This design comes from an exercise in tuning for small area on the open sky130 flow, not from production work. RTL that was checked went through simulation tests only; none was proved equivalent to the original. Only the layout flow was run in run 3; the RTL was not checked for function there. Power and IR drop assume default switching activity.

### flow/config.mk
export PLATFORM = sky130hd
export DESIGN_NAME = fir_pipeline
export DESIGN_NICKNAME = fir_pipeline
export VERILOG_FILES = /design/flow/design.v
export SDC_FILE = /design/flow/constraint.sdc
export NUM_CORES = 8
export LEC_CHECK = 0
export CAP_MARGIN = 20
export CORE_MARGIN = 2
export CORE_UTILIZATION = 40
export SLEW_MARGIN = 20
### flow/constraint.sdc
create_clock -name core_clock -period 10.0 [get_ports {clk}]
set_input_delay 2.0000 -clock core_clock [delete_from_list [all_inputs] [get_ports {clk}]]
set_output_delay 2.0000 -clock core_clock [all_outputs]
set_load 0.01 [all_outputs]
### flow/design.v
module fir_pipeline #(
    parameter DATA_WIDTH  = 24,
    parameter TAP_NUM     = 64,
    parameter COEFF_WIDTH = 26
)(
    input  logic                          clk,
    input  logic                          rst_n,
    input  logic                          in_valid,
    input  logic signed [DATA_WIDTH-1:0]  in_data,
    output logic                          out_valid,
    output logic signed [DATA_WIDTH+15:0] out_data
);
    localparam int NR = TAP_NUM - 2;    
    localparam int AW = 27;             
    function automatic logic signed [COEFF_WIDTH-1:0] coeff(input integer k);
        case (k)
            0: coeff = 26'sd0;
            1: coeff = 26'sd137;
            2: coeff = -26'sd531;
            3: coeff = 26'sd51;
            4: coeff = 26'sd2256;
            5: coeff = -26'sd4368;
            6: coeff = 26'sd1756;
            7: coeff = 26'sd6984;
            8: coeff = -26'sd14653;
            9: coeff = 26'sd9000;
            10: coeff = 26'sd13355;
            11: coeff = -26'sd35455;
            12: coeff = 26'sd28671;
            13: coeff = 26'sd17439;
            14: coeff = -26'sd70614;
            15: coeff = 26'sd71227;
            16: coeff = 26'sd10121;
            17: coeff = -26'sd121666;
            18: coeff = 26'sd150813;
            19: coeff = -26'sd25292;
            20: coeff = -26'sd185871;
            21: coeff = 26'sd286953;
            22: coeff = -26'sd117772;
            23: coeff = -26'sd255456;
            24: coeff = 26'sd515868;
            25: coeff = -26'sd327817;
            26: coeff = -26'sd318777;
            27: coeff = 26'sd953354;
            28: coeff = -26'sd866001;
            29: coeff = -26'sd363288;
            30: coeff = 26'sd2439282;
            31: coeff = -26'sd4406275;
            32: coeff = 26'sd21990352;
            33: coeff = -26'sd4406275;
            34: coeff = 26'sd2439282;
            35: coeff = -26'sd363288;
            36: coeff = -26'sd866001;
            37: coeff = 26'sd953354;
            38: coeff = -26'sd318777;
            39: coeff = -26'sd327817;
            40: coeff = 26'sd515868;
            41: coeff = -26'sd255456;
            42: coeff = -26'sd117772;
            43: coeff = 26'sd286953;
            44: coeff = -26'sd185871;
            45: coeff = -26'sd25292;
            46: coeff = 26'sd150813;
            47: coeff = -26'sd121666;
            48: coeff = 26'sd10121;
            49: coeff = 26'sd71227;
            50: coeff = -26'sd70614;
            51: coeff = 26'sd17439;
            52: coeff = 26'sd28671;
            53: coeff = -26'sd35455;
            54: coeff = 26'sd13355;
            55: coeff = 26'sd9000;
            56: coeff = -26'sd14653;
            57: coeff = 26'sd6984;
            58: coeff = 26'sd1756;
            59: coeff = -26'sd4368;
            60: coeff = 26'sd2256;
            61: coeff = 26'sd51;
            62: coeff = -26'sd531;
            63: coeff = 26'sd137;
            default: coeff = '0;
        endcase
    endfunction
    function automatic logic signed [COEFF_WIDTH-1:0] step_coeff(input logic [5:0] v);
        integer k;
        if (v == 6'd0)       k = 63;
        else if (v == 6'd62) k = 1;
        else                 k = v + 1;
        step_coeff = coeff(k);
    endfunction
    logic [DATA_WIDTH-1:0] ring [0:NR-1];    
    logic [DATA_WIDTH-1:0] buf_q;            
    logic [5:0]  v;       
    logic [4:0]  j;       
    logic        busy;
    logic        pend;
    logic        clr;
    logic        ov;
    logic signed [AW-1:0] acc;
    always_ff @(posedge clk) begin
        ring[0] <= busy ? buf_q : (clr ? '0 : ring[NR-1]);
        for (int i = 1; i < NR; i++) ring[i] <= ring[i-1];
        if (busy)          buf_q <= ring[NR-1];
        else if (in_valid) buf_q <= in_data;
    end
    wire last_pass = (j == 5'd23);
    wire bit_in    = last_pass ? ~ring[NR-1][DATA_WIDTH-1] : ring[NR-1][j];
    wire signed [AW-1:0] coef = AW'(step_coeff(v));
    wire signed [AW-1:0] term = bit_in ? coef : AW'(0);
    wire signed [AW-1:0] half = {acc[AW-1], acc[AW-1:1]};
    wire signed [AW-1:0] base = (v == 6'd0) ? ((j == 5'd0) ? AW'(0) : half) : acc;
    wire cin = last_pass && (v == 6'd0 || v == 6'd1);
    always_ff @(posedge clk or negedge rst_n) begin
        if (!rst_n) begin
            v    <= '0;
            j    <= '0;
            busy <= 1'b0;
            pend <= 1'b0;
            clr  <= 1'b1;
            ov   <= 1'b0;
            acc  <= AW'(1) <<< 24;    
        end else begin
            ov <= in_valid;
            if (in_valid) pend <= 1'b1;
            if (!busy) begin
                v <= (v == 6'd61) ? 6'd0 : v + 6'd1;
                if (v == 6'd61) begin
                    clr <= 1'b0;
                    if (pend && !clr) begin
                        busy <= 1'b1;
                        pend <= 1'b0;
                    end
                end
            end else if (j == 5'd24) begin
                busy <= 1'b0;
                j    <= '0;
                v    <= 6'd2;
            end else begin
                v   <= (v == 6'd62) ? 6'd0 : v + 6'd1;
                acc <= base + term + AW'(cin);
                if (v == 6'd62) j <= j + 5'd1;
            end
        end
    end
    wire signed [AW-2:0] res = acc[AW-1:1] - (AW-1)'(1 << 23);
    assign out_valid = ov;
    assign out_data  = {{(DATA_WIDTH+16-(AW-1)){res[AW-2]}}, res};
endmodule
### flow/run.sh
#!/bin/bash
# synth_recipe.tcl (not shown) runs the flow's synth.tcl, then flattens the netlist and writes it again
# the make line also repeats each setting of config.mk as NAME=value (left out here)
make -C /OpenROAD-flow-scripts/flow DESIGN_CONFIG=/design/flow/config.mk WORK_HOME=/design/flow/orfs CLKGATE_MAP_FILE= SYNTH_SCRIPT=/design/flow/synth_recipe.tcl finish
==> results of run 1 <==
-- cells by family after synthesis --
| family | after synthesis | synth area share (%) |
|---|---|---|
| AO/OA/AOI/OAI | 321 | 5.40 |
| XOR/XNOR | 22 | 0.517 |
| adder cells (fa/ha/maj) | 45 | 1.55 |
| buffers and inverters | 127 | 1.71 |
| flip-flops | 1554 | 84.8 |
| multiplexers | 35 | 1.24 |
| AND/OR/NAND/NOR | 390 | 4.82 |
-- metal layers --
layer	global-route usage (%)	up-vias	wire (um)
met3	3.43	149	3130
met5	0	-	0
met4	6.30	0	1970
li1	-	8452	-
met2	19.5	428	26600
met1	18.6	8299	30700
-- area by class of cell --
type                       count  area (um^2)  share of cell area, %
clock buffer                 197         4000                   9.15
timing repair buffer          83          793                   1.81
sequential                  1554        31600                   72.2
antenna                        2         5.00                 0.0114
clock inverter                54          676                   1.54
multi-input combinational    813         5080                   11.6
inverter                      16         60.1                  0.137
tap                         1243         1560                   3.56
-- through the flow --
step	hold slack, ps	cells	area [um^2]	setup slack, ps	total power, W
final	309	3962	43700	3370	0.0115
after global routing	310	3960	43700	2870	0.0119
after CTS	303	3959	43700	3440	0.0116
after detailed placement	312	3708	39000	3460	0.00638
after global placement	311	3708	39000	3390	0.00638
after floorplan	310	2494	37200	4890	0.00636
-- worst max path at each step --
| stage | end | depth (start not counted) |
|---|---|---|
| floorplan | acc[26] | 21 |
| global placement | acc[25] | 21 |
| detailed placement | acc[25] | 21 |
| CTS | acc[25] | 21 |
| global route | acc[25] | 21 |
| finish | acc[25] | 21 |
-- flip-flops by register name, summed over array words and instances (netlist names) --
signal and cells:
acc 27, buf_q 24, busy 1, clr 1, j 5, ov 1
pend 1, ring 1488, v 6
-- critical path, delay by kind of cell (launching register included) --
kind	cells	cell delay, ps
AO/OA/AOI/OAI	9	3000
buffers and inverters	1	210
adder cells (fa/ha/maj)	3	1290
flip-flops	1	520
AND/OR/NAND/NOR	8	1500
-- cells in the final DEF (no fill, tap or decap), types with 5 or more instances in the layout --
master	count
sky130_fd_sc_hd__nand2_1	175
sky130_fd_sc_hd__o211ai_1	11
sky130_fd_sc_hd__o22ai_1	6
sky130_fd_sc_hd__bufinv_16	7
sky130_fd_sc_hd__clkbuf_8	22
sky130_fd_sc_hd__clkbuf_16	143
sky130_fd_sc_hd__mux4_2	6
sky130_fd_sc_hd__edfxtp_1	24
sky130_fd_sc_hd__nand2b_1	30
sky130_fd_sc_hd__o21ai_0	119
sky130_fd_sc_hd__or3_1	5
sky130_fd_sc_hd__buf_4	15
sky130_fd_sc_hd__nor2b_1	8
sky130_fd_sc_hd__o31ai_1	7
sky130_fd_sc_hd__clkinv_8	5
sky130_fd_sc_hd__clkinv_2	22
sky130_fd_sc_hd__inv_1	15
sky130_fd_sc_hd__nor2_1	67
sky130_fd_sc_hd__nor4_1	5
sky130_fd_sc_hd__mux2_2	26
sky130_fd_sc_hd__a311oi_1	9
sky130_fd_sc_hd__inv_16	6
sky130_fd_sc_hd__o221ai_1	7
sky130_fd_sc_hd__and3_1	5
sky130_fd_sc_hd__a21o_1	16
sky130_fd_sc_hd__nand3_1	51
sky130_fd_sc_hd__ha_1	43
sky130_fd_sc_hd__xnor2_1	11
sky130_fd_sc_hd__dfxtp_1	1488
sky130_fd_sc_hd__a31oi_1	10
sky130_fd_sc_hd__xor2_1	11
sky130_fd_sc_hd__a211oi_1	17
sky130_fd_sc_hd__nor3_1	14
sky130_fd_sc_hd__clkdlybuf4s50_1	66
sky130_fd_sc_hd__nand4_1	7
sky130_fd_sc_hd__a21oi_1	70
sky130_fd_sc_hd__dfrtp_1	39
sky130_fd_sc_hd__clkbuf_1	32
-- power groups by stage --
stage           logic (W)  registers (W)  clock network [W]
5_1_grt         0.0000264        0.00621            0.00565
3_3_place_gp    0.0000246        0.00636                  0
6_report        0.0000244        0.00622            0.00525
4_1_cts         0.0000254        0.00622            0.00540
2_1_floorplan  0.00000568        0.00636                  0
3_5_place_dp    0.0000252        0.00636                  0
==> qor.txt, run 1 <==
LOGIC SYNTHESIS
------------------------------------------------------------------------------------------------------
Proportion of netlist area held by the largest area contributor .........................        80.0%
Post-synthesis cell count ...............................................................         2494
Seq/Total Area, Yosys ...................................................................        84.8%
Synthesized area ........................................................................  0.0372 mm^2
Mean instance size in the synthesized netlist ...........................................    14.9 um^2
Net Count, Synth ........................................................................         2566
Number of flip-flops and latches in the synthesized netlist .............................         1554
Top cells by area in the synthesized netlist ............................................ sky130_fd_sc_hd__dfxtp_1, sky130_fd_sc_hd__dfrtp_1, sky130_fd_sc_hd__edfxtp_1, sky130_fd_sc_hd__nand2_1, sky130_fd_sc_hd__o21ai_0
Synthesis Warnings ......................................................................            2
Most common library cells after synthesis ............................................... sky130_fd_sc_hd__dfxtp_1, sky130_fd_sc_hd__nand2_1, sky130_fd_sc_hd__o21ai_0, sky130_fd_sc_hd__a21oi_1, sky130_fd_sc_hd__nor2_1
Async SR Flop Fraction ..................................................................        2.70%
Top_reg_cell synth ...................................................................... sky130_fd_sc_hd__dfxtp_1
EDFF count, synth .......................................................................           24
Unique cell type count in the Yosys netlist .............................................           81
Most instantiated library cell after synthesis .......................................... sky130_fd_sc_hd__dfxtp_1
Most area-hungry cell type in the Yosys netlist ......................................... sky130_fd_sc_hd__dfxtp_1

WORST HOLD PATH
------------------------------------------------------------------------------------------------------
Path type of the worst min-delay path ................................................... flip-flop to flip-flop
Hold Path Cell Cnt ......................................................................            0
End point of the most critical hold path ................................................   ring[8][1]
Origin of the worst min-delay path ......................................................   ring[7][1]

STA
------------------------------------------------------------------------------------------------------
Final Hold Viols ........................................................................            0
Clock tree skew after final layout ......................................................      33.4 ps
Achievable clock frequency ..............................................................      151 MHz
Setup repair after global routing missed its margin .....................................           no
Final slew viol count ...................................................................            0
Worst max-slew margin expressed relative to the limit ...................................        23.5%
Sum Neg Setup Slack .....................................................................         0 ps
Crit share post-route ...................................................................        66.3%
Final Setup Violations ..................................................................            0
Final critical-path required period .....................................................      6630 ps
Actual transition at the worst max-transition pin .......................................      1140 ps

JOB
------------------------------------------------------------------------------------------------------
Max-cap check violation count ...........................................................            0

GLOBAL ROUTING
------------------------------------------------------------------------------------------------------
GRT Overall Usage .......................................................................        13.4%
Global-route congestion overflow total ..................................................            0
Vias in the first global route ..........................................................        17594
Wire length of the first global-routing pass ............................................     98900 um
Initial antenna violation count .........................................................            1
Pin count of the biggest net entering global routing ....................................           66

POWER
------------------------------------------------------------------------------------------------------
Internal power ..........................................................................    0.00925 W
Switching power .........................................................................    0.00224 W
Worst VDD drop ..........................................................................     0.212 mV
Clock network power share ...............................................................        45.7%
Flop pwr share ..........................................................................        54.1%
Switching share of power ................................................................        19.5%
Power per Cell Area .....................................................................  263 mW/mm^2
Combinational fraction of design power ..................................................         0.2%
Leak ....................................................................................      17.5 nW

CLOCKING
------------------------------------------------------------------------------------------------------
Total number of clock tree sinks ........................................................         1554
Number of H-tree levels .................................................................            4
CTS tree ................................................................................        built
TritonCTS buffer count ..................................................................          141
Worst-Skew Late Latency .................................................................       750 ps
Clock transition at the register clock pins on the worst setup and hold paths after CTS .        60 ps
Buffer cell driving the clock tree root ................................................. sky130_fd_sc_hd__clkbuf_16
Count of buffers added by post-CTS timing repair for setup ..............................            0
Number of hold buffers added after CTS ..................................................            0
Post-CTS Resized ........................................................................            0
Maximum count of clock buffers along a single path ......................................            3

WORST SETUP PATH
------------------------------------------------------------------------------------------------------
Arrival time reported for the critical path endpoint ....................................      7250 ps
Worst r2r dst ...........................................................................      acc[25]
Standard cell with the maximum stage delay on the critical path ......................... sky130_fd_sc_hd__ha_1
Slack of the worst reg-to-reg path ......................................................      3370 ps
Beginning of the worst register-to-register path ........................................         v[0]
Register-to-Register Path Depth .........................................................           21
Category of the critical setup timing path .............................................. flip-flop to flip-flop
Chain of cells forming the critical path ................................................ inv_1 > ha_1 > nand3_2 > o21ai_0 > nand2_1 > ha_1 > nand2_1 > nand2_1 > a21oi_1 > o311a_1 > nor3_1 > a311oi_1 > ha_1 > o21ai_0 > nor4_1 > nor2_1 > o211ai_1 > a211oi_1 > nor2_1 > a311oi_1 > o32a_1
CP peak stage delay .....................................................................       690 ps
Critical Path End Type ..................................................................    flip-flop
Maximum fanout count along the critical path ............................................           16
Launching element of the worst setup path ...............................................         v[0]
Data required time of the critical path .................................................     10620 ps
Crit path launch type ...................................................................    flip-flop

DRT
------------------------------------------------------------------------------------------------------
Drt first pass iters ....................................................................            5
Routed wire per std cell ................................................................      15.8 um
DR iter-0 viols .........................................................................         1144
Number of antenna-violating nets in the routed design ...................................            0
Drt via density .........................................................................         4.37
Post-route DRC violation count ..........................................................            0
Wire length reported by the detailed router .............................................     62500 um
Total via count after detailed routing ..................................................        17328

FLOORPLANNING
------------------------------------------------------------------------------------------------------
Number of top-level pins ................................................................           68
Core area ...............................................................................  0.0919 mm^2
Die width ...............................................................................       309 um
Die outline area ........................................................................  0.0956 mm^2
Die boundary height .....................................................................       309 um
Starting utilization of the core area ...................................................        40.5%
Rows ....................................................................................          111

LAYOUT
------------------------------------------------------------------------------------------------------
Area delta synth->final .................................................................        17.4%
Layout cell share with drive strength beyond 1 ..........................................        10.7%
Count of nets after finishing ...........................................................         2681
Final core utilization ..................................................................        47.6%
Number of filler instances in the final layout ..........................................         7927

PLACEMENT
------------------------------------------------------------------------------------------------------
DP HPWL .................................................................................     36600 um
Port Buffers ............................................................................           67
Last weighted congestion value of the routability-driven placer .........................        0.838

RUN STATUS
------------------------------------------------------------------------------------------------------
Result of the run .......................................................................  timing/DRC/antenna clean

==> inputs of run 2 (changes only) <==
--- a/flow/config.mk
+++ b/flow/config.mk
@@ -10,2 +10,5 @@
 export CORE_UTILIZATION = 40
+export CTS_BUF_LIST = sky130_fd_sc_hd__clkbuf_8
+export CTS_CLUSTER_DIAMETER = 50
+export CTS_CLUSTER_SIZE = 20
 export SLEW_MARGIN = 20
==> run 2 against run 1 <==
  * Critical endpoint unchanged
  * Fmax fell by 0.22%
  * Highest routed layer unchanged
  * Routed wire length down 2.7%
  * Clock power shrank 43%
  * Area after synthesis is the same
  * Power decreased by 20%
  * Count of clock-buffer cells in the layout shrank 90
  * Cell area is 6.2% lower
==> qor.txt, run 2 <==
LAYOUT
------------------------------------------------------------------------------------------------------
Largest regs ............................................................................ ring: 1488 flops, acc: 27 flops, buf_q: 24 flops   unchanged
Number of filler instances in the final layout ..........................................         8222   was 7927
Count of nets after finishing ...........................................................         2642   was 2681
Commonest cells after routing, fill and taps aside ...................................... sky130_fd_sc_hd__dfxtp_1, sky130_fd_sc_hd__nand2_1, sky130_fd_sc_hd__o21ai_0   was sky130_fd_sc_hd__dfxtp_1, sky130_fd_sc_hd__nand2_1, sky130_fd_sc_hd__clkbuf_16
Area delta synth->final .................................................................        10.2%   was 17.4%
Layout cell share with drive strength beyond 1 ..........................................        8.36%   was 10.7%
Leading cell type in the layout, fill and taps excluded ................................. sky130_fd_sc_hd__dfxtp_1   unchanged
Reg with most FFs .......................................................................         ring   unchanged
Number of flip-flops under the largest register name ....................................         1488   unchanged

CLOCKING
------------------------------------------------------------------------------------------------------
Number of H-tree levels .................................................................            3   was 4
Post-CTS Resized ........................................................................            0   unchanged
Total number of clock tree sinks ........................................................         1554   unchanged
Count of buffers added by post-CTS timing repair for setup ..............................            0   unchanged
Number of hold buffers added after CTS ..................................................            0   unchanged
Clock transition at the register clock pins on the worst setup and hold paths after CTS .       110 ps   was 60 ps
Buffer cell driving the clock tree root ................................................. sky130_fd_sc_hd__clkbuf_8   was sky130_fd_sc_hd__clkbuf_16
Worst-Skew Late Latency .................................................................       780 ps   was 750 ps
TritonCTS buffer count ..................................................................          102   was 141
CTS tree ................................................................................        built   unchanged
Maximum count of clock buffers along a single path ......................................            3   unchanged

LOGIC SYNTHESIS
------------------------------------------------------------------------------------------------------
Post-synthesis cell count ...............................................................         2494   unchanged
Most instantiated library cell after synthesis .......................................... sky130_fd_sc_hd__dfxtp_1   unchanged
Most common library cells after synthesis ............................................... sky130_fd_sc_hd__dfxtp_1, sky130_fd_sc_hd__nand2_1, sky130_fd_sc_hd__o21ai_0, sky130_fd_sc_hd__a21oi_1, sky130_fd_sc_hd__nor2_1   unchanged
Net Count, Synth ........................................................................         2566   unchanged
Top_reg_cell synth ...................................................................... sky130_fd_sc_hd__dfxtp_1   unchanged
Number of flip-flops and latches in the synthesized netlist .............................         1554   unchanged
Synthesized area ........................................................................  0.0372 mm^2   unchanged
Synthesis Warnings ......................................................................            2   unchanged
Unique cell type count in the Yosys netlist .............................................           81   unchanged
Top cells by area in the synthesized netlist ............................................ sky130_fd_sc_hd__dfxtp_1, sky130_fd_sc_hd__dfrtp_1, sky130_fd_sc_hd__edfxtp_1, sky130_fd_sc_hd__nand2_1, sky130_fd_sc_hd__o21ai_0   unchanged
Proportion of netlist area held by the largest area contributor .........................        80.0%   unchanged
Async SR Flop Fraction ..................................................................        2.70%   unchanged
Seq/Total Area, Yosys ...................................................................        84.8%   unchanged
Mean instance size in the synthesized netlist ...........................................    14.9 um^2   unchanged
EDFF count, synth .......................................................................           24   unchanged
Most area-hungry cell type in the Yosys netlist ......................................... sky130_fd_sc_hd__dfxtp_1   unchanged

WORST SETUP PATH
------------------------------------------------------------------------------------------------------
Crit path launch type ...................................................................    flip-flop   unchanged
Data required time of the critical path .................................................     10650 ps   was 10620 ps
Arrival time reported for the critical path endpoint ....................................      7300 ps   was 7250 ps
Critical Path End Type ..................................................................    flip-flop   unchanged
Category of the critical setup timing path .............................................. flip-flop to flip-flop   unchanged
Maximum fanout count along the critical path ............................................           16   unchanged

FLOORPLANNING
------------------------------------------------------------------------------------------------------
Core area ...............................................................................  0.0919 mm^2   unchanged
Starting utilization of the core area ...................................................        40.5%   unchanged
Die boundary height .....................................................................       309 um   unchanged
Die width ...............................................................................       309 um   unchanged
Die outline area ........................................................................  0.0956 mm^2   unchanged
Rows ....................................................................................          111   unchanged
Number of top-level pins ................................................................           68   unchanged

POWER
------------------------------------------------------------------------------------------------------
Internal power ..........................................................................    0.00732 W   was 0.00925 W
Clock network power share ...............................................................        32.4%   was 45.7%
Leak ....................................................................................      16.3 nW   was 17.5 nW
Switching power .........................................................................    0.00191 W   was 0.00224 W
Combinational fraction of design power ..................................................         0.3%   was 0.2%
Flop pwr share ..........................................................................        67.3%   was 54.1%
Worst VDD drop ..........................................................................     0.151 mV   was 0.212 mV
Power per Cell Area .....................................................................  225 mW/mm^2   was 263 mW/mm^2
Switching share of power ................................................................        20.7%   was 19.5%
Post-route total power ..................................................................    0.00923 W   was 0.0115 W

PLACEMENT
------------------------------------------------------------------------------------------------------
DP HPWL .................................................................................     36600 um   unchanged
Place WS ................................................................................      3460 ps   unchanged
Port Buffers ............................................................................           67   unchanged
Last weighted congestion value of the routability-driven placer .........................        0.838   unchanged

STA
------------------------------------------------------------------------------------------------------
Final Hold Viols ........................................................................            0   unchanged
Worst max-slew margin expressed relative to the limit ...................................        26.6%   was 23.5%
Final slew viol count ...................................................................            0   unchanged
Sum Neg Setup Slack .....................................................................         0 ps   unchanged
Achievable clock frequency ..............................................................      150 MHz   was 151 MHz
Setup repair after global routing missed its margin .....................................           no   unchanged
Final worst setup slack .................................................................      3350 ps   was 3370 ps
Final Setup Violations ..................................................................            0   unchanged
Actual transition at the worst max-transition pin .......................................      1100 ps   was 1140 ps
Clock tree skew after final layout ......................................................      37.6 ps   was 33.4 ps
Final critical-path required period .....................................................      6650 ps   was 6630 ps
Crit share post-route ...................................................................        66.5%   was 66.3%

DRT
------------------------------------------------------------------------------------------------------
Routed wire per std cell ................................................................      15.7 um   was 15.8 um
Post-route DRC violation count ..........................................................            0   unchanged
Drt first pass iters ....................................................................            5   unchanged
Drt via density .........................................................................         4.38   was 4.37
DR iter-0 viols .........................................................................         1141   was 1144
Total via count after detailed routing ..................................................        16937   was 17328
Wire length reported by the detailed router .............................................     60800 um   was 62500 um
Number of antenna-violating nets in the routed design ...................................            0   unchanged

GLOBAL ROUTING
------------------------------------------------------------------------------------------------------
Initial antenna violation count .........................................................            3   was 1
GRT Overall Usage .......................................................................        12.9%   was 13.4%
Pin count of the biggest net entering global routing ....................................           66   unchanged
Wire length of the first global-routing pass ............................................     95900 um   was 98900 um
Global-route congestion overflow total ..................................................            0   unchanged
Vias in the first global route ..........................................................        16858   was 17594

JOB
------------------------------------------------------------------------------------------------------
Max-cap check violation count ...........................................................            0   unchanged

RUN STATUS
------------------------------------------------------------------------------------------------------
Result of the run .......................................................................  timing/DRC/antenna clean   unchanged

WORST HOLD PATH
------------------------------------------------------------------------------------------------------
Path type of the worst min-delay path ................................................... flip-flop to flip-flop   unchanged

-- run 2: cell counts after synthesis --
No cell type changed its count.
-- run 2: logic make-up (layout without fill, tap and decap cells) --
family,after synthesis,in the layout,synth area share (%)
AND/OR/NAND/NOR,390,390,4.82
buffers and inverters,127,252,1.71
other,0,4,0
XOR/XNOR,22,22,0.517
multiplexers,35,35,1.24
AO/OA/AOI/OAI,321,321,5.40
adder cells (fa/ha/maj),45,45,1.55
flip-flops,1554,1554,84.8
-- run 2: power groups by stage --
stage / clock, W / combinational, W / sequential, W
4_1_cts: 0.00313 / 0.0000253 / 0.00621
3_5_place_dp: 0 / 0.0000252 / 0.00636
6_report: 0.00300 / 0.0000244 / 0.00621
3_3_place_gp: 0 / 0.0000246 / 0.00636
5_1_grt: 0.00335 / 0.0000264 / 0.00622
2_1_floorplan: 0 / 0.00000568 / 0.00636
-- run 2: path summary, 6_finish.rpt --
path | start | endpoint | slack (ps) | depth (start not counted)
max in group asynchronous | rst_n | busy | 8150 | 2
min | ring[8][6] | ring[9][6] | 300 | 0
min reg2reg | ring[8][6] | ring[9][6] | 300 | 0
max reg2reg | v[0] | acc[25] | 3350 | 21
max | v[0] | acc[25] | 3350 | 21
min in group asynchronous | rst_n | acc[19] | 1320 | 2
-- run 2: cell type report --
class                      count  area [um^2]  share of cell area, %
inverter                      16         60.1                  0.146
antenna                        4         10.0                 0.0244
clock buffer                 107         1470                   3.59
timing repair buffer          83          793                   1.93
tap                         1243         1560                   3.79
clock inverter                46          498                   1.21
multi-input combinational    813         5080                   12.4
sequential                  1554        31600                   76.9
-- run 2: critical path: stages (launching register included) --
cell and delay (ps):
sky130_fd_sc_hd__dfrtp_1 530, sky130_fd_sc_hd__inv_1 210, sky130_fd_sc_hd__ha_1 290, sky130_fd_sc_hd__nand3_2 160
sky130_fd_sc_hd__o21ai_0 480, sky130_fd_sc_hd__nand2_1 330, sky130_fd_sc_hd__ha_1 690, sky130_fd_sc_hd__nand2_1 240
sky130_fd_sc_hd__nand2_1 80, sky130_fd_sc_hd__a21oi_1 400, sky130_fd_sc_hd__o311a_1 310, sky130_fd_sc_hd__nor3_1 60
sky130_fd_sc_hd__a311oi_1 530, sky130_fd_sc_hd__ha_1 310, sky130_fd_sc_hd__o21ai_0 160, sky130_fd_sc_hd__nor4_1 320
sky130_fd_sc_hd__nor2_1 120, sky130_fd_sc_hd__o211ai_1 450, sky130_fd_sc_hd__a211oi_1 200, sky130_fd_sc_hd__nor2_1 180
sky130_fd_sc_hd__a311oi_1 120, sky130_fd_sc_hd__o32a_1 340
-- run 2: per-stage QoR --
step | util [%] | std cells | area (um^2) | hold slack [ps]
3_3_place_gp | 42.5 | 3708 | 39000 | 311
3_5_place_dp | 42.5 | 3708 | 39000 | 312
2_1_floorplan | - | 2494 | 37200 | 310
6_report | 44.6 | 3866 | 41000 | 302
5_1_grt | 44.6 | 3864 | 41000 | 300
4_1_cts | 44.6 | 3861 | 41000 | 291
-- run 2: metal layers --
metal  share of wire (%)  track usage (%)  wire length [um]
met3                 4.4             2.86              2700
met5                   0                0                 0
met4                 3.0             5.05              1830
met2                  42             18.8             25600
met1                  50             18.5             30600
==> inputs of run 3 (changes only) <==
--- a/flow/design.v
+++ b/flow/design.v
@@ -83,8 +83,13 @@
     endfunction
-    function automatic logic signed [COEFF_WIDTH-1:0] step_coeff(input logic [5:0] v);
-        integer k;
-        if (v == 6'd0)       k = 63;
-        else if (v == 6'd62) k = 1;
-        else                 k = v + 1;
-        step_coeff = coeff(k);
+    function automatic logic signed [COEFF_WIDTH-1:0] fold_coeff(input logic [4:0] i);
+        fold_coeff = coeff(i + 1);
+    endfunction
+    function automatic logic [AW-1:0] add3(input logic [AW-1:0] a, input logic [AW-1:0] b,
+                                           input logic ci);
+        logic c;
+        c = ci;
+        for (int i = 0; i < AW; i++) begin
+            add3[i] = a[i] ^ b[i] ^ c;
+            c = (a[i] & b[i]) | (c & (a[i] ^ b[i]));
+        end
     endfunction
@@ -92,3 +97,3 @@
     logic [DATA_WIDTH-1:0] buf_q;            
-    logic [5:0]  v;       
+    logic [5:0]  v;
     logic [4:0]  j;       
@@ -98,7 +103,9 @@
     logic        ov;
-    logic signed [AW-1:0] acc;
+    logic [AW-1:0] acc;
+    wire [DATA_WIDTH-1:0] head = ring[NR-1];
+    wire [DATA_WIDTH-1:0] head_rot = {head[0], head[DATA_WIDTH-1:1]};
     always_ff @(posedge clk) begin
-        ring[0] <= busy ? buf_q : (clr ? '0 : ring[NR-1]);
+        ring[0] <= busy ? buf_q : (clr ? '0 : head);
         for (int i = 1; i < NR; i++) ring[i] <= ring[i-1];
-        if (busy)          buf_q <= ring[NR-1];
+        if (busy)          buf_q <= head_rot;
         else if (in_valid) buf_q <= in_data;
@@ -106,8 +113,10 @@
     wire last_pass = (j == 5'd23);
-    wire bit_in    = last_pass ? ~ring[NR-1][DATA_WIDTH-1] : ring[NR-1][j];
-    wire signed [AW-1:0] coef = AW'(step_coeff(v));
-    wire signed [AW-1:0] term = bit_in ? coef : AW'(0);
-    wire signed [AW-1:0] half = {acc[AW-1], acc[AW-1:1]};
-    wire signed [AW-1:0] base = (v == 6'd0) ? ((j == 5'd0) ? AW'(0) : half) : acc;
-    wire cin = last_pass && (v == 6'd0 || v == 6'd1);
+    wire bit_in    = head[0] ^ last_pass;
+    wire [4:0] fi  = v[4:0] ^ {5{v[5]}};
+    wire [AW-1:0] coef = AW'(fold_coeff(fi));
+    wire [AW-1:0] term = coef & {AW{bit_in}};
+    wire first = (v == 6'd0);
+    wire shift = first & (j != 5'd0);
+    wire [AW-1:0] base = ({acc[AW-1], acc[AW-1:1]} & {AW{shift}}) | (acc & {AW{~first}});
+    wire cin = last_pass & (v[5:1] == 5'd0);
     always_ff @(posedge clk or negedge rst_n) begin
@@ -120,3 +129,3 @@
             ov   <= 1'b0;
-            acc  <= AW'(1) <<< 24;    
+            acc  <= AW'(1) << 24;    
         end else begin
@@ -125,4 +134,4 @@
             if (!busy) begin
-                v <= (v == 6'd61) ? 6'd0 : v + 6'd1;
-                if (v == 6'd61) begin
+                v <= (v == 6'd62) ? 6'd0 : (v == 6'd31) ? 6'd33 : v + 6'd1;
+                if (v == 6'd62) begin
                     clr <= 1'b0;
@@ -138,5 +147,5 @@
             end else begin
-                v   <= (v == 6'd62) ? 6'd0 : v + 6'd1;
-                acc <= base + term + AW'(cin);
-                if (v == 6'd62) j <= j + 5'd1;
+                v   <= (v == 6'd31) ? 6'd33 : v + 6'd1;
+                acc <= add3(base, term, cin);
+                if (v == 6'd63) j <= j + 5'd1;
             end
@@ -144,3 +153,3 @@
     end
-    wire signed [AW-2:0] res = acc[AW-1:1] - (AW-1)'(1 << 23);
+    wire [AW-2:0] res = acc[AW-1:1] - (AW-1)'(1 << 23);
     assign out_valid = ov;
--- a/flow/config.mk
+++ b/flow/config.mk
@@ -7,2 +7,3 @@
 export LEC_CHECK = 0
+export ABC_AREA = 1
 export CAP_MARGIN = 20
==> run 3 against run 2 <==
  * The layout now fails its checks (negative setup slack)
  * Global-route usage decreased by 1.3 points
  * Clock skew decreased by 13 ps
  * Area after synthesis decreased by 3.9%
  * Core utilization increased by 1.6 points
  * Sequential share of layout area increased by 0.26 points
  * Non-clock buffer count increased by 119
  * Sequential cell count unchanged
  * Routed wire length decreased by 15%
  * Setup slack got worse by 4600 ps
  * Final cell count decreased by 2.9%
  * Critical endpoint is now acc[26]
  * Largest cell class unchanged
  * Highest routed layer is now met5
==> qor.txt, run 3 <==
PLACEMENT
------------------------------------------------------------------------------------------------------
DP HPWL .................................................................................     31600 um   was 36600 um
Last weighted congestion value of the routability-driven placer .........................        0.815   was 0.838
Port Buffers ............................................................................           67   unchanged

LOGIC SYNTHESIS
------------------------------------------------------------------------------------------------------
Post-synthesis cell count ...............................................................         2295   was 2494
Number of flip-flops and latches in the synthesized netlist .............................         1554   unchanged
Seq/Total Area, Yosys ...................................................................        88.2%   was 84.8%
Unique cell type count in the Yosys netlist .............................................           45   was 81
Async SR Flop Fraction ..................................................................        2.70%   unchanged
Top_reg_cell synth ...................................................................... sky130_fd_sc_hd__dfxtp_1   unchanged
Top cells by area in the synthesized netlist ............................................ sky130_fd_sc_hd__dfxtp_1, sky130_fd_sc_hd__dfrtp_1, sky130_fd_sc_hd__nand2_1, sky130_fd_sc_hd__edfxtp_1, sky130_fd_sc_hd__fa_1   was sky130_fd_sc_hd__dfxtp_1, sky130_fd_sc_hd__dfrtp_1, sky130_fd_sc_hd__edfxtp_1, sky130_fd_sc_hd__nand2_1, sky130_fd_sc_hd__o21ai_0
Most common library cells after synthesis ............................................... sky130_fd_sc_hd__dfxtp_1, sky130_fd_sc_hd__nand2_1, sky130_fd_sc_hd__inv_1, sky130_fd_sc_hd__nand3_1, sky130_fd_sc_hd__o21ai_0   was sky130_fd_sc_hd__dfxtp_1, sky130_fd_sc_hd__nand2_1, sky130_fd_sc_hd__o21ai_0, sky130_fd_sc_hd__a21oi_1, sky130_fd_sc_hd__nor2_1
Mean instance size in the synthesized netlist ...........................................    15.6 um^2   was 14.9 um^2
Net Count, Synth ........................................................................         2369   was 2566
EDFF count, synth .......................................................................           24   unchanged
Synthesis Warnings ......................................................................            2   unchanged
Most instantiated library cell after synthesis .......................................... sky130_fd_sc_hd__dfxtp_1   unchanged
Proportion of netlist area held by the largest area contributor .........................        83.2%   was 80.0%
Synthesized area ........................................................................  0.0358 mm^2   was 0.0372 mm^2
Most area-hungry cell type in the Yosys netlist ......................................... sky130_fd_sc_hd__dfxtp_1   unchanged

FLOORPLANNING
------------------------------------------------------------------------------------------------------
Die width ...............................................................................       303 um   was 309 um
Die boundary height .....................................................................       303 um   was 309 um
Core area ...............................................................................  0.0885 mm^2   was 0.0919 mm^2
Starting utilization of the core area ...................................................        40.4%   was 40.5%
Rows ....................................................................................          109   was 111
Die outline area ........................................................................  0.0919 mm^2   was 0.0956 mm^2
Number of top-level pins ................................................................           68   unchanged

WORST SETUP PATH
------------------------------------------------------------------------------------------------------
Maximum fanout count along the critical path ............................................            8   was 16
Critical Path End Type ..................................................................    flip-flop   unchanged
Standard cell with the maximum stage delay on the critical path ......................... sky130_fd_sc_hd__dfrtp_2   was sky130_fd_sc_hd__ha_1
Cell family with most CP delay ..........................................................  adder cells   was compound AO/OA/AOI/OAI gates
Data required time of the critical path .................................................     10610 ps   was 10650 ps
Crit path launch type ...................................................................    flip-flop   unchanged
CP peak stage delay .....................................................................       510 ps   was 690 ps
Arrival time reported for the critical path endpoint ....................................     11890 ps   was 7300 ps
Crit path buffers/inverters .............................................................            5   was 1
Category of the critical setup timing path .............................................. flip-flop to flip-flop   unchanged
Cell seen most often among critical-path stages ......................................... sky130_fd_sc_hd__fa_2

DRT
------------------------------------------------------------------------------------------------------
Drt via density .........................................................................         4.03   was 4.38
Routed wire per std cell ................................................................      13.8 um   was 15.7 um
Number of antenna-violating nets in the routed design ...................................            0   unchanged
Wire length reported by the detailed router .............................................     51900 um   was 60800 um
DR iter-0 viols .........................................................................          753   was 1141
Drt first pass iters ....................................................................            5   unchanged
Total via count after detailed routing ..................................................        15151   was 16937
Post-route DRC violation count ..........................................................            0   unchanged

GLOBAL ROUTING
------------------------------------------------------------------------------------------------------
GRT Overall Usage .......................................................................        11.6%   was 12.9%
Wire length of the first global-routing pass ............................................     84200 um   was 95900 um
Initial antenna violation count .........................................................            3   unchanged
Global-route congestion overflow total ..................................................            0   unchanged
Vias in the first global route ..........................................................        15577   was 16858
Pin count of the biggest net entering global routing ....................................           55   was 66

STA
------------------------------------------------------------------------------------------------------
Worst max-slew margin expressed relative to the limit ...................................        43.7%   was 26.6%
Achievable clock frequency ..............................................................     88.7 MHz   was 150 MHz
Crit share post-route ...................................................................         113%   was 66.5%
Final slew viol count ...................................................................            0   unchanged
Clock tree skew after final layout ......................................................      24.5 ps   was 37.6 ps
Final worst setup slack .................................................................     -1280 ps   was 3350 ps
Actual transition at the worst max-transition pin .......................................       844 ps   was 1100 ps
Final Hold Slack ........................................................................       320 ps   was 302 ps
Setup repair after global routing missed its margin .....................................          yes   was no
Final critical-path required period .....................................................     11280 ps   was 6650 ps
Final Setup Violations ..................................................................            5   was 0
Final Hold Viols ........................................................................            0   unchanged

RUN STATUS
------------------------------------------------------------------------------------------------------
Result of the run ....................................................................... failed layout checks   was timing/DRC/antenna clean
Layout check failures ................................................................... negative setup slack

JOB
------------------------------------------------------------------------------------------------------
Max-cap check violation count ...........................................................            0   unchanged

CLOCKING
------------------------------------------------------------------------------------------------------
Worst-Skew Late Latency .................................................................       740 ps   was 780 ps
Buffer cell driving the clock tree root ................................................. sky130_fd_sc_hd__clkbuf_8   unchanged
Clock transition at the register clock pins on the worst setup and hold paths after CTS .       110 ps   about the same
TritonCTS buffer count ..................................................................          102   unchanged
Total number of clock tree sinks ........................................................         1554   unchanged
Number of H-tree levels .................................................................            3   unchanged
CTS tree ................................................................................        built   unchanged
Maximum count of clock buffers along a single path ......................................            3   unchanged

POWER
------------------------------------------------------------------------------------------------------
Worst VDD drop ..........................................................................     0.153 mV   was 0.151 mV
Power per Cell Area .....................................................................  229 mW/mm^2   was 225 mW/mm^2
Leak ....................................................................................      16.3 nW   about the same

LAYOUT
------------------------------------------------------------------------------------------------------
Count of nets after finishing ...........................................................         2602   was 2642
Layout cell share with drive strength beyond 1 ..........................................        15.1%   was 8.36%
Final core utilization ..................................................................        46.2%   was 44.6%
Commonest cells after routing, fill and taps aside ...................................... sky130_fd_sc_hd__dfxtp_1, sky130_fd_sc_hd__nand2_1, sky130_fd_sc_hd__buf_4   was sky130_fd_sc_hd__dfxtp_1, sky130_fd_sc_hd__nand2_1, sky130_fd_sc_hd__o21ai_0
Number of flip-flops under the largest register name ....................................         1488   unchanged
Area delta synth->final .................................................................        14.3%   was 10.2%
Leading cell type in the layout, fill and taps excluded ................................. sky130_fd_sc_hd__dfxtp_1   unchanged
Reg with most FFs .......................................................................         ring   unchanged
Largest regs ............................................................................ ring: 1488 flops, acc: 27 flops, buf_q: 24 flops   unchanged

WORST HOLD PATH
------------------------------------------------------------------------------------------------------
Path type of the worst min-delay path ................................................... flip-flop to flip-flop   unchanged

[run 3: path summary, 6_finish.rpt]
path / to / slack [ps] / cells past startpoint / start
max: acc[26] / -1280 / 44 / v[5]
min: ring[4][18] / 320 / 0 / ring[3][18]
max reg2reg: acc[26] / -1280 / 44 / v[5]
min reg2reg: ring[4][18] / 320 / 0 / ring[3][18]
max in group asynchronous: v[5] / 8290 / 1 / rst_n
min in group asynchronous: acc[1] / 1270 / 1 / rst_n
[run 3: what timing repair did]
item	4_1_cts	5_1_grt
resized for setup	18	12
pin swaps	10	5
buffers inserted	13	3
hold buffers	0	0
endpoints found under the setup margin	5	5
gates cloned	1	0
[run 3: area by class of cell]
| class | instances | area (um^2) |
|---|---|---|
| Sequential cell | 1554 | 31600 |
| Inverter | 97 | 389 |
| Clock inverter | 56 | 647 |
| Fill cell | 7604 | 47600 |
| Timing Repair Buffer | 202 | 1700 |
| Multi-Input combinational cell | 571 | 3650 |
| Antenna cell | 2 | 5.00 |
| Tap cell | 1165 | 1460 |
| Clock buffer | 108 | 1490 |
[run 3: worst register-to-register path, delay by kind of cell (launching register included)]
family / cells / cell delay, ps
fa+ha+maj: 26 / 9110
xor+xnor: 1 / 180
simple gates: 11 / 910
compound gates: 1 / 80
buf+inv: 5 / 450
flops: 1 / 510
[run 3: metal layers]
metal / track usage, % / vias up / routed length (um)
li1: - / 7597 / -
met1: 17.4 / 7180 / 27400
met2: 16.1 / 264 / 20500
met3: 2.76 / 108 / 2430
met4: 4.29 / 2 / 1540
met5: 0 / - / 8
[run 3: cells by family after synthesis]
family	Yosys count	synth area share, %
AOI/OAI and AO/OA	134	2.17
xor gates and xnor gates	3	0.0734
adders and majority gates	47	2.19
buffers and inverters	171	2.41
DFF	1554	88.2
and+or+nand+nor	386	4.96
[run 3: metrics by stage]
step | cell area, um^2 | setup TNS [ps] | total power, W | cells | setup slack, ps
after floorplan | 35900 | -2080 | 0.00636 | 2295 | -966
after global placement | 38500 | -3680 | 0.00638 | 3572 | -1430
after detailed placement | 38500 | -3890 | 0.00638 | 3572 | -1400
after CTS | 40800 | -3290 | 0.00950 | 3750 | -1290
after global routing | 40900 | -4650 | 0.00974 | 3755 | -1630
final | 40900 | -3310 | 0.00937 | 3755 | -1280
[run 3: where the power goes]
group	internal, W	switching, W
Clock	0.00123	0.00190
Sequential	0.00621	0.00000155
Combinational	0.0000111	0.0000143
Total	0.00745	0.00192
==> inputs of run 4 (changes only) <==
--- a/flow/design.v
+++ b/flow/design.v
@@ -14,2 +14,4 @@
     localparam int AW = 27;             
+    localparam int LW = 13;             
+    localparam int HW = AW - LW;        
     function automatic logic signed [COEFF_WIDTH-1:0] coeff(input integer k);
@@ -86,8 +88,18 @@
     endfunction
-    function automatic logic [AW-1:0] add3(input logic [AW-1:0] a, input logic [AW-1:0] b,
-                                           input logic ci);
+    function automatic logic [LW:0] add_lo(input logic [LW-1:0] a, input logic [LW-1:0] b,
+                                          input logic ci);
         logic c;
         c = ci;
-        for (int i = 0; i < AW; i++) begin
-            add3[i] = a[i] ^ b[i] ^ c;
+        for (int i = 0; i < LW; i++) begin
+            add_lo[i] = a[i] ^ b[i] ^ c;
+            c = (a[i] & b[i]) | (c & (a[i] ^ b[i]));
+        end
+        add_lo[LW] = c;
+    endfunction
+    function automatic logic [HW-1:0] add_hi(input logic [HW-1:0] a, input logic [HW-1:0] b,
+                                            input logic ci);
+        logic c;
+        c = ci;
+        for (int i = 0; i < HW; i++) begin
+            add_hi[i] = a[i] ^ b[i] ^ c;
             c = (a[i] & b[i]) | (c & (a[i] ^ b[i]));
@@ -104,2 +116,3 @@
     logic [AW-1:0] acc;
+    logic        cs;
     wire [DATA_WIDTH-1:0] head = ring[NR-1];
@@ -109,14 +122,27 @@
         for (int i = 1; i < NR; i++) ring[i] <= ring[i-1];
-        if (busy)          buf_q <= head_rot;
-        else if (in_valid) buf_q <= in_data;
+        buf_q <= (head_rot & {DATA_WIDTH{busy}}) | (in_data & {DATA_WIDTH{~busy & in_valid}})
+               | (buf_q & {DATA_WIDTH{~busy & ~in_valid}});
     end
+    localparam logic [AW-1:0] FIX = AW'(2) - (AW'(1) << 24);
     wire last_pass = (j == 5'd23);
-    wire bit_in    = head[0] ^ last_pass;
+    wire tail      = (j == 5'd24);
+    wire act       = busy & ~tail;
+    wire bit_in    = (head[0] ^ last_pass) & act;
     wire [4:0] fi  = v[4:0] ^ {5{v[5]}};
     wire [AW-1:0] coef = AW'(fold_coeff(fi));
-    wire [AW-1:0] term = coef & {AW{bit_in}};
-    wire first = (v == 6'd0);
+    wire [AW-1:0] term = (coef & {AW{bit_in}}) | (FIX & {AW{tail}});
+    wire first = (v == 6'd0) & act;
     wire shift = first & (j != 5'd0);
-    wire [AW-1:0] base = ({acc[AW-1], acc[AW-1:1]} & {AW{shift}}) | (acc & {AW{~first}});
-    wire cin = last_pass & (v[5:1] == 5'd0);
+    wire keep  = ~first & ~clr;
+    wire [LW-1:0] lo = acc[LW-1:0];
+    wire [HW-1:0] hi = acc[AW-1:LW];
+    wire [LW-1:0] lo_base = ({hi[0] ^ cs, lo[LW-1:1]} & {LW{shift}}) | (lo & {LW{keep}});
+    wire [HW-1:0] hi_base = ({hi[HW-1], hi[HW-1:1]} & {HW{shift}}) | (hi & {HW{keep}});
+    wire hc  = cs & (keep | (shift & hi[0]));
+    wire [LW:0]   lo_sum = add_lo(lo_base, term[LW-1:0], 1'b0);
+    wire [HW-1:0] hi_sum = add_hi(hi_base, term[AW-1:LW], hc);
+    always_ff @(posedge clk) begin
+        acc <= {hi_sum, lo_sum[LW-1:0]};
+        cs  <= lo_sum[LW];
+    end
     always_ff @(posedge clk or negedge rst_n) begin
@@ -129,3 +155,2 @@
             ov   <= 1'b0;
-            acc  <= AW'(1) << 24;    
         end else begin
@@ -142,3 +167,3 @@
                 end
-            end else if (j == 5'd24) begin
+            end else if (tail) begin
                 busy <= 1'b0;
@@ -147,4 +172,3 @@
             end else begin
-                v   <= (v == 6'd31) ? 6'd33 : v + 6'd1;
-                acc <= add3(base, term, cin);
+                v <= (v == 6'd31) ? 6'd33 : v + 6'd1;
                 if (v == 6'd63) j <= j + 5'd1;
@@ -153,5 +177,4 @@
     end
-    wire [AW-2:0] res = acc[AW-1:1] - (AW-1)'(1 << 23);
     assign out_valid = ov;
-    assign out_data  = {{(DATA_WIDTH+16-(AW-1)){res[AW-2]}}, res};
+    assign out_data  = {{(DATA_WIDTH+16-(AW-1)){acc[AW-1]}}, acc[AW-1:1]};
 endmodule
==> flow/flow/run.sh (new file) <==
#!/bin/bash
# Standard ORFS layout (the standard.sh) with these changes:
#  - synthesis maps with our own ABC script (flow/abc_area.script, used as
#    ORFS's area script; ABC_AREA is set in config.mk)
#  - clock tree synthesis without dummy loads, with our buffer and clustering
#  - port buffers use buf_1
set -euo pipefail
rm -rf scripts_local
cp -r "$FLOW_HOME/scripts" scripts_local
cp flow/abc_area.script scripts_local/abc_area.script
export SCRIPTS_DIR="$PWD/scripts_local"
export CTS_ARGS="-sink_clustering_enable -repair_clock_nets -dont_use_dummy_load -buf_list sky130_fd_sc_hd__clkbuf_16 -sink_clustering_size 35 -sink_clustering_max_diameter 60"
export BUFFER_PORTS_ARGS="-buffer_cell sky130_fd_sc_hd__buf_1"
bash standard.sh > standard.log 2>&1
==> flow/flow/abc_area.script (new file) <==
strash
&get -n
&deepsyn -J 300 -S 1
&put
&get -n
&dch
&nf -R 1000
&put
topo
stime -c
==> flow/standard.sh (new file) <==
#!/bin/bash
# synth_recipe.tcl (not shown) runs the flow's synth.tcl, then flattens the netlist and writes it again
# the make line also repeats each setting of config.mk as NAME=value (left out here)
make -C /OpenROAD-flow-scripts/flow DESIGN_CONFIG=/design/flow/config.mk WORK_HOME=/design/flow/orfs CLKGATE_MAP_FILE= SYNTH_SCRIPT=/design/flow/synth_recipe.tcl "${@:-finish}"
--- a/flow/config.mk
+++ b/flow/config.mk
@@ -11,5 +11,2 @@
 export CORE_UTILIZATION = 40
-export CTS_BUF_LIST = sky130_fd_sc_hd__clkbuf_8
-export CTS_CLUSTER_DIAMETER = 50
-export CTS_CLUSTER_SIZE = 20
 export SLEW_MARGIN = 20
removed: flow/run.sh
==> run 4 against run 3 <==
  * The run now finishes clean
  * Area after synthesis down 3.9%
  * Cell area decreased by 8.0%
  * Global-route usage is 1.4 points lower
  * Largest power group unchanged
  * Highest routed layer unchanged
==> qor.txt, run 4 <==
LOGIC SYNTHESIS
------------------------------------------------------------------------------------------------------
Proportion of netlist area held by the largest area contributor .........................        89.6%   was 83.2%
Synthesized area ........................................................................  0.0344 mm^2   was 0.0358 mm^2
Net Count, Synth ........................................................................         2087   was 2369
Number of flip-flops and latches in the synthesized netlist .............................         1555   was 1554
Most area-hungry cell type in the Yosys netlist ......................................... sky130_fd_sc_hd__dfxtp_1   unchanged
Mean instance size in the synthesized netlist ...........................................    17.1 um^2   was 15.6 um^2
Most instantiated library cell after synthesis .......................................... sky130_fd_sc_hd__dfxtp_1   unchanged
Seq/Total Area, Yosys ...................................................................        90.7%   was 88.2%
Synthesis Warnings ......................................................................            2   unchanged
Post-synthesis cell count ...............................................................         2013   was 2295
Most common library cells after synthesis ............................................... sky130_fd_sc_hd__dfxtp_1, sky130_fd_sc_hd__nand2_1, sky130_fd_sc_hd__nor2_1, sky130_fd_sc_hd__clkinv_1, sky130_fd_sc_hd__buf_4   was sky130_fd_sc_hd__dfxtp_1, sky130_fd_sc_hd__nand2_1, sky130_fd_sc_hd__inv_1, sky130_fd_sc_hd__nand3_1, sky130_fd_sc_hd__o21ai_0
EDFF count, synth .......................................................................            0   was 24
Top_reg_cell synth ...................................................................... sky130_fd_sc_hd__dfxtp_1   unchanged
Async SR Flop Fraction ..................................................................       0.965%   was 2.70%
Unique cell type count in the Yosys netlist .............................................           40   was 45
Top cells by area in the synthesized netlist ............................................ sky130_fd_sc_hd__dfxtp_1, sky130_fd_sc_hd__fa_1, sky130_fd_sc_hd__dfrtp_1, sky130_fd_sc_hd__a22o_1, sky130_fd_sc_hd__buf_4   was sky130_fd_sc_hd__dfxtp_1, sky130_fd_sc_hd__dfrtp_1, sky130_fd_sc_hd__nand2_1, sky130_fd_sc_hd__edfxtp_1, sky130_fd_sc_hd__fa_1

FLOORPLANNING
------------------------------------------------------------------------------------------------------
Starting utilization of the core area ...................................................        40.4%   about the same
Core area ...............................................................................  0.0851 mm^2   was 0.0885 mm^2
Die boundary height .....................................................................       297 um   was 303 um
Die width ...............................................................................       297 um   was 303 um
Number of top-level pins ................................................................           68   unchanged
Die outline area ........................................................................  0.0884 mm^2   was 0.0919 mm^2
Rows ....................................................................................          107   was 109

STA
------------------------------------------------------------------------------------------------------
Crit share post-route ...................................................................        92.6%   was 113%
Final Hold Slack ........................................................................       249 ps   was 320 ps
Sum Neg Setup Slack .....................................................................         0 ps   was -3310 ps
Final critical-path required period .....................................................      9260 ps   was 11280 ps
Worst max-slew margin expressed relative to the limit ...................................        40.7%   was 43.7%
Clock tree skew after final layout ......................................................      92.8 ps   was 24.5 ps
Achievable clock frequency ..............................................................      108 MHz   was 88.7 MHz
Final Setup Violations ..................................................................            0   was 5
Setup repair after global routing missed its margin .....................................           no   was yes
Final Hold Viols ........................................................................            0   unchanged
Final slew viol count ...................................................................            0   unchanged
Actual transition at the worst max-transition pin .......................................       867 ps   was 844 ps

PLACEMENT
------------------------------------------------------------------------------------------------------
Placed Cells incl. Taps .................................................................         3190   was 3572
Port Buffers ............................................................................           67   unchanged
Last weighted congestion value of the routability-driven placer .........................        0.802   was 0.815
DP HPWL .................................................................................     25400 um   was 31600 um

LAYOUT
------------------------------------------------------------------------------------------------------
Largest regs ............................................................................ ring: 1488 flops, acc: 27 flops, buf_q: 24 flops   unchanged
Reg with most FFs .......................................................................         ring   unchanged
Number of filler instances in the final layout ..........................................         7410   was 7604
Area delta synth->final .................................................................        9.36%   was 14.3%
Commonest cells after routing, fill and taps aside ...................................... sky130_fd_sc_hd__dfxtp_1, sky130_fd_sc_hd__clkbuf_16, sky130_fd_sc_hd__buf_1   was sky130_fd_sc_hd__dfxtp_1, sky130_fd_sc_hd__nand2_1, sky130_fd_sc_hd__buf_4
Leading cell type in the layout, fill and taps excluded ................................. sky130_fd_sc_hd__dfxtp_1   unchanged
Number of flip-flops under the largest register name ....................................         1488   unchanged
Final core utilization ..................................................................        44.2%   was 46.2%
Count of nets after finishing ...........................................................         2193   was 2602
Layout cell share with drive strength beyond 1 ..........................................        3.97%   was 15.1%
Total inserted antenna cells ............................................................            0   was 2
Final Instance Count excl. Fillers ......................................................         3261   was 3755

WORST SETUP PATH
------------------------------------------------------------------------------------------------------
CP peak stage delay .....................................................................       600 ps   was 510 ps
Crit path launch type ...................................................................    flip-flop   unchanged
Launching element of the worst setup path ...............................................         v[0]   was v[5]
Arrival time reported for the critical path endpoint ....................................      9690 ps   was 11890 ps
Worst r2r dst ...........................................................................      acc[12]   was acc[26]
Cell family with most CP delay ..........................................................  adder cells   unchanged
Slack of the worst reg-to-reg path ......................................................       740 ps   was -1280 ps
Critical path depth .....................................................................           28   was 44
Register-to-Register Path Depth .........................................................           28   was 44
Category of the critical setup timing path .............................................. flip-flop to flip-flop   unchanged
Crit path buffers/inverters .............................................................            5   unchanged
Data required time of the critical path .................................................     10430 ps   was 10610 ps
Maximum fanout count along the critical path ............................................           12   was 8
Cell seen most often among critical-path stages ......................................... sky130_fd_sc_hd__fa_1   was sky130_fd_sc_hd__fa_2
Critical Path End Type ..................................................................    flip-flop   unchanged
Standard cell with the maximum stage delay on the critical path ......................... sky130_fd_sc_hd__xor2_1   was sky130_fd_sc_hd__dfrtp_2
Beginning of the worst register-to-register path ........................................         v[0]   was v[5]

DRT
------------------------------------------------------------------------------------------------------
Drt first pass iters ....................................................................            5   unchanged
Drt via density .........................................................................         4.05   was 4.03
Total via count after detailed routing ..................................................        13197   was 15151
Routed wire per std cell ................................................................      13.7 um   was 13.8 um
Number of antenna-violating nets in the routed design ...................................            0   unchanged
DR iter-0 viols .........................................................................         1004   was 753
Post-route DRC violation count ..........................................................            0   unchanged
Wire length reported by the detailed router .............................................     44600 um   was 51900 um

CLOCKING
------------------------------------------------------------------------------------------------------
Post-CTS Resized ........................................................................            0   was 18
Worst-Skew Late Latency .................................................................       650 ps   was 740 ps
TritonCTS buffer count ..................................................................           71   was 102
Total number of clock tree sinks ........................................................         1555   was 1554
Count of buffers added by post-CTS timing repair for setup ..............................            0   was 13
Clock transition at the register clock pins on the worst setup and hold paths after CTS .       110 ps   about the same
CTS tree ................................................................................        built   unchanged
Number of H-tree levels .................................................................            3   unchanged
Maximum count of clock buffers along a single path ......................................            3   unchanged
Number of hold buffers added after CTS ..................................................            0   unchanged
Buffer cell driving the clock tree root ................................................. sky130_fd_sc_hd__clkbuf_16   was sky130_fd_sc_hd__clkbuf_8

POWER
------------------------------------------------------------------------------------------------------
Power per Cell Area .....................................................................  244 mW/mm^2   was 229 mW/mm^2
Worst VDD drop ..........................................................................     0.128 mV   was 0.153 mV
Leak ....................................................................................      14.7 nW   was 16.3 nW
Post-route total power ..................................................................    0.00919 W   was 0.00937 W

GLOBAL ROUTING
------------------------------------------------------------------------------------------------------
GRT Overall Usage .......................................................................        10.1%   was 11.6%
Global-route congestion overflow total ..................................................            0   unchanged
Pin count of the biggest net entering global routing ....................................           56   was 55
Initial antenna violation count .........................................................            2   was 3
Vias in the first global route ..........................................................        13463   was 15577
Wire length of the first global-routing pass ............................................     72800 um   was 84200 um

RUN STATUS
------------------------------------------------------------------------------------------------------
Result of the run .......................................................................  timing/DRC/antenna clean   was failed layout checks

WORST HOLD PATH
------------------------------------------------------------------------------------------------------
Origin of the worst min-delay path ......................................................   ring[9][2]   was ring[3][18]
Path type of the worst min-delay path ................................................... flip-flop to flip-flop   unchanged
End point of the most critical hold path ................................................  ring[10][2]   was ring[4][18]
Hold Path Cell Cnt ......................................................................            0   unchanged

JOB
------------------------------------------------------------------------------------------------------
Max-cap check violation count ...........................................................            0   unchanged

-- run 4: cell count changes in the layout (fill, tap and decap cells not counted), moves of 25 or more --
| cell | delta |
|---|---|
| sky130_fd_sc_hd__nand2_1 | -186 |
| sky130_fd_sc_hd__buf_4 | -127 |
| sky130_fd_sc_hd__clkbuf_8 | -108 |
| sky130_fd_sc_hd__inv_1 | -99 |
| sky130_fd_sc_hd__clkbuf_16 | +71 |
| sky130_fd_sc_hd__buf_1 | +67 |
| sky130_fd_sc_hd__clkdlybuf4s50_1 | -66 |
| sky130_fd_sc_hd__dfxtp_1 | +52 |
| sky130_fd_sc_hd__nand3_1 | -52 |
| sky130_fd_sc_hd__clkinv_1 | +42 |
| sky130_fd_sc_hd__a22o_1 | +38 |
| sky130_fd_sc_hd__nor2_1 | +32 |
| sky130_fd_sc_hd__o21ai_0 | -26 |
| sky130_fd_sc_hd__fa_2 | -25 |
-- run 4: power by group --
part | internal [W] | switching, W
clock | 0.00127 | 0.00169
sequential | 0.00620 | 0.00000609
combinational | 0.00000888 | 0.0000149
-- run 4: logic make-up after synthesis --
kind of cell	Yosys count	share of synthesized area (%)
AOI/OAI and AO/OA	158	3.34
xor gates and xnor gates	14	0.356
buffers and inverters	84	1.35
DFF	1555	90.7
and+or+nand+nor	155	1.97
adders and majority gates	47	2.26
-- run 4: how the worst max path moves through the flow --
stage / slack [ps] / to
after floorplan: 1970 / acc[12]
after global placement: 990 / acc[12]
after detailed placement: 900 / acc[12]
after CTS: 770 / acc[12]
after global routing: 60 / acc[12]
final: 740 / acc[12]
-- run 4: metal layers --
metal | GRT usage [%] | vias to the layer above | routed length (um)
li1 | - | 6560 | -
met1 | 15.0 | 6276 | 23200
met2 | 14.2 | 252 | 17800
met3 | 2.29 | 105 | 2150
met4 | 4.38 | 4 | 1350
met5 | 0 | - | 18
-- run 4: per-stage QoR --
stage,instance area (um^2),worst slack (ps)
after global routing,37600,59.2
after global placement,35800,990
final,37600,740
after detailed placement,35800,895
after floorplan,34400,1970
after CTS,37600,765
-- run 4: area by class of cell --
cell class                      count  area, um^2  share of cell area (%)
Sequential cell                  1555       31200                    83.0
Multi-Input combinational cell    374        2740                    7.28
Clock buffer                       71        1780                    4.72
Tap cell                         1144        1430                    3.81
Timing Repair Buffer               73         297                   0.788
Inverter                           44         165                   0.439
==> inputs of run 5 (changes only) <==
--- a/flow/flow/run.sh
+++ b/flow/flow/run.sh
@@ -11,3 +11,3 @@
 export SCRIPTS_DIR="$PWD/scripts_local"
-export CTS_ARGS="-sink_clustering_enable -repair_clock_nets -dont_use_dummy_load -buf_list sky130_fd_sc_hd__clkbuf_16 -sink_clustering_size 35 -sink_clustering_max_diameter 60"
+export CTS_ARGS="-sink_clustering_enable -repair_clock_nets -dont_use_dummy_load -buf_list sky130_fd_sc_hd__clkbuf_8 -sink_clustering_size 20 -sink_clustering_max_diameter 50"
 export BUFFER_PORTS_ARGS="-buffer_cell sky130_fd_sc_hd__buf_1"
--- a/flow/config.mk
+++ b/flow/config.mk
@@ -10,3 +10,3 @@
 export CORE_MARGIN = 2
-export CORE_UTILIZATION = 40
+export CORE_UTILIZATION = 60
 export SLEW_MARGIN = 20
==> run 5 against run 4 <==
  * Clock power down 16%
  * Non-clock buffer count down 1
  * Routed wire length down 7.5%
  * Critical path depth unchanged
  * First-iteration DRC count up 24%
  * Global-route usage up 4.2 points
  * Die area down 33%
  * Count of clock-buffer cells in the layout up 25
  * Final cell count down 11%
  * Largest cell class unchanged
==> qor.txt, run 5 <==
WORST SETUP PATH
------------------------------------------------------------------------------
Category of the critical setup timing path ...................... flip-flop to flip-flop   unchanged
Standard cell with the maximum stage delay on the critical path . sky130_fd_sc_hd__xor2_1   unchanged
Critical Path End Type ..........................................    flip-flop   unchanged
Data required time of the critical path .........................     10470 ps   was 10430 ps
Arrival time reported for the critical path endpoint ............      9660 ps   was 9690 ps
Crit path launch type ...........................................    flip-flop   unchanged

CLOCKING
------------------------------------------------------------------------------
CTS tree ........................................................        built   unchanged
Buffer cell driving the clock tree root ......................... sky130_fd_sc_hd__clkbuf_8   was sky130_fd_sc_hd__clkbuf_16
Total number of clock tree sinks ................................         1555   unchanged
Count of buffers added by post-CTS timing repair for setup ......            0   unchanged

RUN STATUS
------------------------------------------------------------------------------
Result of the run ...............................................  timing/DRC/antenna clean   unchanged

FLOORPLANNING
------------------------------------------------------------------------------
Die boundary height .............................................       243 um   was 297 um
Die width .......................................................       243 um   was 297 um
Core area .......................................................  0.0565 mm^2   was 0.0851 mm^2
Rows ............................................................           87   was 107
Starting utilization of the core area ...........................        60.9%   was 40.4%

DRT
------------------------------------------------------------------------------
Total via count after detailed routing ..........................        13291   was 13197
Post-route DRC violation count ..................................            0   unchanged
DR iter-0 viols .................................................         1242   was 1004
Drt via density .................................................         4.59   was 4.05
Wire length reported by the detailed router .....................     41200 um   was 44600 um
Number of antenna-violating nets in the routed design ...........            0   unchanged

LOGIC SYNTHESIS
------------------------------------------------------------------------------
Simple-gate share of the synthesized area .......................        1.97%   unchanged
Number of flip-flops and latches in the synthesized netlist .....         1555   unchanged
Xor/xnor share of the synthesized area ..........................       0.356%   unchanged
Most common library cells after synthesis ....................... sky130_fd_sc_hd__dfxtp_1, sky130_fd_sc_hd__nand2_1, sky130_fd_sc_hd__nor2_1, sky130_fd_sc_hd__clkinv_1, sky130_fd_sc_hd__buf_4   unchanged
Most area-hungry cell type in the Yosys netlist ................. sky130_fd_sc_hd__dfxtp_1   unchanged
Async SR Flop Fraction ..........................................       0.965%   unchanged
Post-Synth Adder-Cell Area ......................................        2.26%   unchanged
Synthesized area ................................................  0.0344 mm^2   unchanged
Top cells by area in the synthesized netlist .................... sky130_fd_sc_hd__dfxtp_1, sky130_fd_sc_hd__fa_1, sky130_fd_sc_hd__dfrtp_1, sky130_fd_sc_hd__a22o_1, sky130_fd_sc_hd__buf_4   unchanged
Most instantiated library cell after synthesis .................. sky130_fd_sc_hd__dfxtp_1   unchanged

GLOBAL ROUTING
------------------------------------------------------------------------------
Pin count of the biggest net entering global routing ............           56   unchanged
GRT Overall Usage ...............................................        14.4%   was 10.1%

WORST HOLD PATH
------------------------------------------------------------------------------
Path type of the worst min-delay path ........................... flip-flop to flip-flop   unchanged

PLACEMENT
------------------------------------------------------------------------------
Port Buffers ....................................................           67   unchanged
Last weighted congestion value of the routability-driven placer .         1.05   was 0.802
Placed Cells incl. Taps .........................................         2801   was 3190

STA
------------------------------------------------------------------------------
Setup repair after global routing missed its margin .............           no   unchanged
Final Hold Slack ................................................       263 ps   was 249 ps
Achievable clock frequency ......................................      109 MHz   was 108 MHz
Sum Neg Setup Slack .............................................         0 ps   unchanged
Actual transition at the worst max-transition pin ...............       923 ps   was 867 ps
Crit share post-route ...........................................        92.0%   was 92.6%
Final critical-path required period .............................      9200 ps   was 9260 ps

POWER
------------------------------------------------------------------------------
Worst VDD drop ..................................................     0.140 mV   was 0.128 mV

LAYOUT
------------------------------------------------------------------------------
Final Instance Count excl. Fillers ..............................         2898   was 3261
Number of flip-flops under the largest register name ............         1488   unchanged
Reg with most FFs ...............................................         ring   unchanged

## run 5: cell counts after synthesis
Identical to the previous run, type by type.
## run 5: path summary, 6_finish.rpt
kind,start,slack [ps],cells after the start,endpoint
max,v[0],800,28,acc[12]
min,ring[30][4],260,0,ring[31][4]
max reg2reg,v[0],800,28,acc[12]
min reg2reg,ring[30][4],260,0,ring[31][4]
max in group asynchronous,rst_n,8040,1,busy
min in group asynchronous,rst_n,1400,1,v[4]
## run 5: power breakdown
part           internal [W]  switching, W  total (W)
Sequential          0.00620    0.00000560    0.00620
Clock              0.000865       0.00163    0.00249
Combinational    0.00000889     0.0000139  0.0000228
## run 5: cells by family (layout without fill, tap and decap cells)
group / after synthesis / in the layout
flip-flops: 1555 / 1555
XOR/XNOR: 14 / 14
adder cells (fa/ha/maj): 47 / 47
buffers and inverters: 84 / 212
other: 0 / 1
AO/OA/AOI/OAI: 158 / 158
AND/OR/NAND/NOR: 155 / 155
## run 5: layer usage
metal | vias up | wire length (um) | track usage (%)
li1 | 6592 | - | -
met1 | 6146 | 21300 | 21.6
met2 | 380 | 16000 | 19.5
met3 | 173 | 2140 | 3.72
met4 | 0 | 1830 | 6.33
met5 | - | 0 | 0
## run 5: stage by stage
stage / area [um^2] / total power, W / utilization, %
3_3_place_gp: 35400 / 0.00637 / 62.6
3_5_place_dp: 35400 / 0.00637 / 62.6
5_1_grt: 36700 / 0.00906 / 64.9
6_report: 36700 / 0.00872 / 64.9
4_1_cts: 36700 / 0.00883 / 64.9
2_1_floorplan: 34400 / 0.00636 / -
## run 5: layout make-up
| class | count | area [um^2] |
|---|---|---|
| Antenna cell | 1 | 2.50 |
| Sequential cell | 1555 | 31200 |
| Inverter | 44 | 165 |
| Multi-Input combinational cell | 374 | 2740 |
| Fill cell | 4008 | 19800 |
| Clock buffer | 96 | 1320 |
| Tap cell | 756 | 946 |
| Timing Repair Buffer | 72 | 289 |
## run 5: worst max-delay path: cells and delay by family, from the launching register on
| family | cells | cell delay (ps) |
|---|---|---|
| AO/OA/AOI/OAI | 2 | 350 |
| XOR/XNOR | 1 | 580 |
| adder cells (fa/ha/maj) | 12 | 4980 |
| buffers and inverters | 5 | 740 |
| flip-flops | 1 | 430 |
| AND/OR/NAND/NOR | 8 | 1910 |

-- what the ideal ports hide --
No port has a modelled driver above. Below, the same layouts with a new extraction and two added sets of constraints.
Step 1, drivers: a clkbuf_16 drives clk and a buf_2 each remaining input, both assumed.
Step 2, shift: input delay + t, output delay - t, t = (earliest + latest rising clock arrival at the registers) / 2. This alone moves slack from input paths to output paths.
Slacks: ideal / step 1 / step 2; pairs: ideal / step 1.
run	t, ns	slack for setup (ns)	worst register clock-pin slew, ns
run 1	0.795	3.368 / 3.368 / 3.368	0.07 / 0.07
run 2	0.814	3.354 / 3.354 / 3.354	0.11 / 0.11
run 3	0.782	-1.279 / -1.279 / -1.279	0.12 / 0.12
run 4	0.660	0.740 / 0.740 / 0.740	0.12 / 0.12
run 5	0.700	0.804 / 0.804 / 0.804	0.11 / 0.11
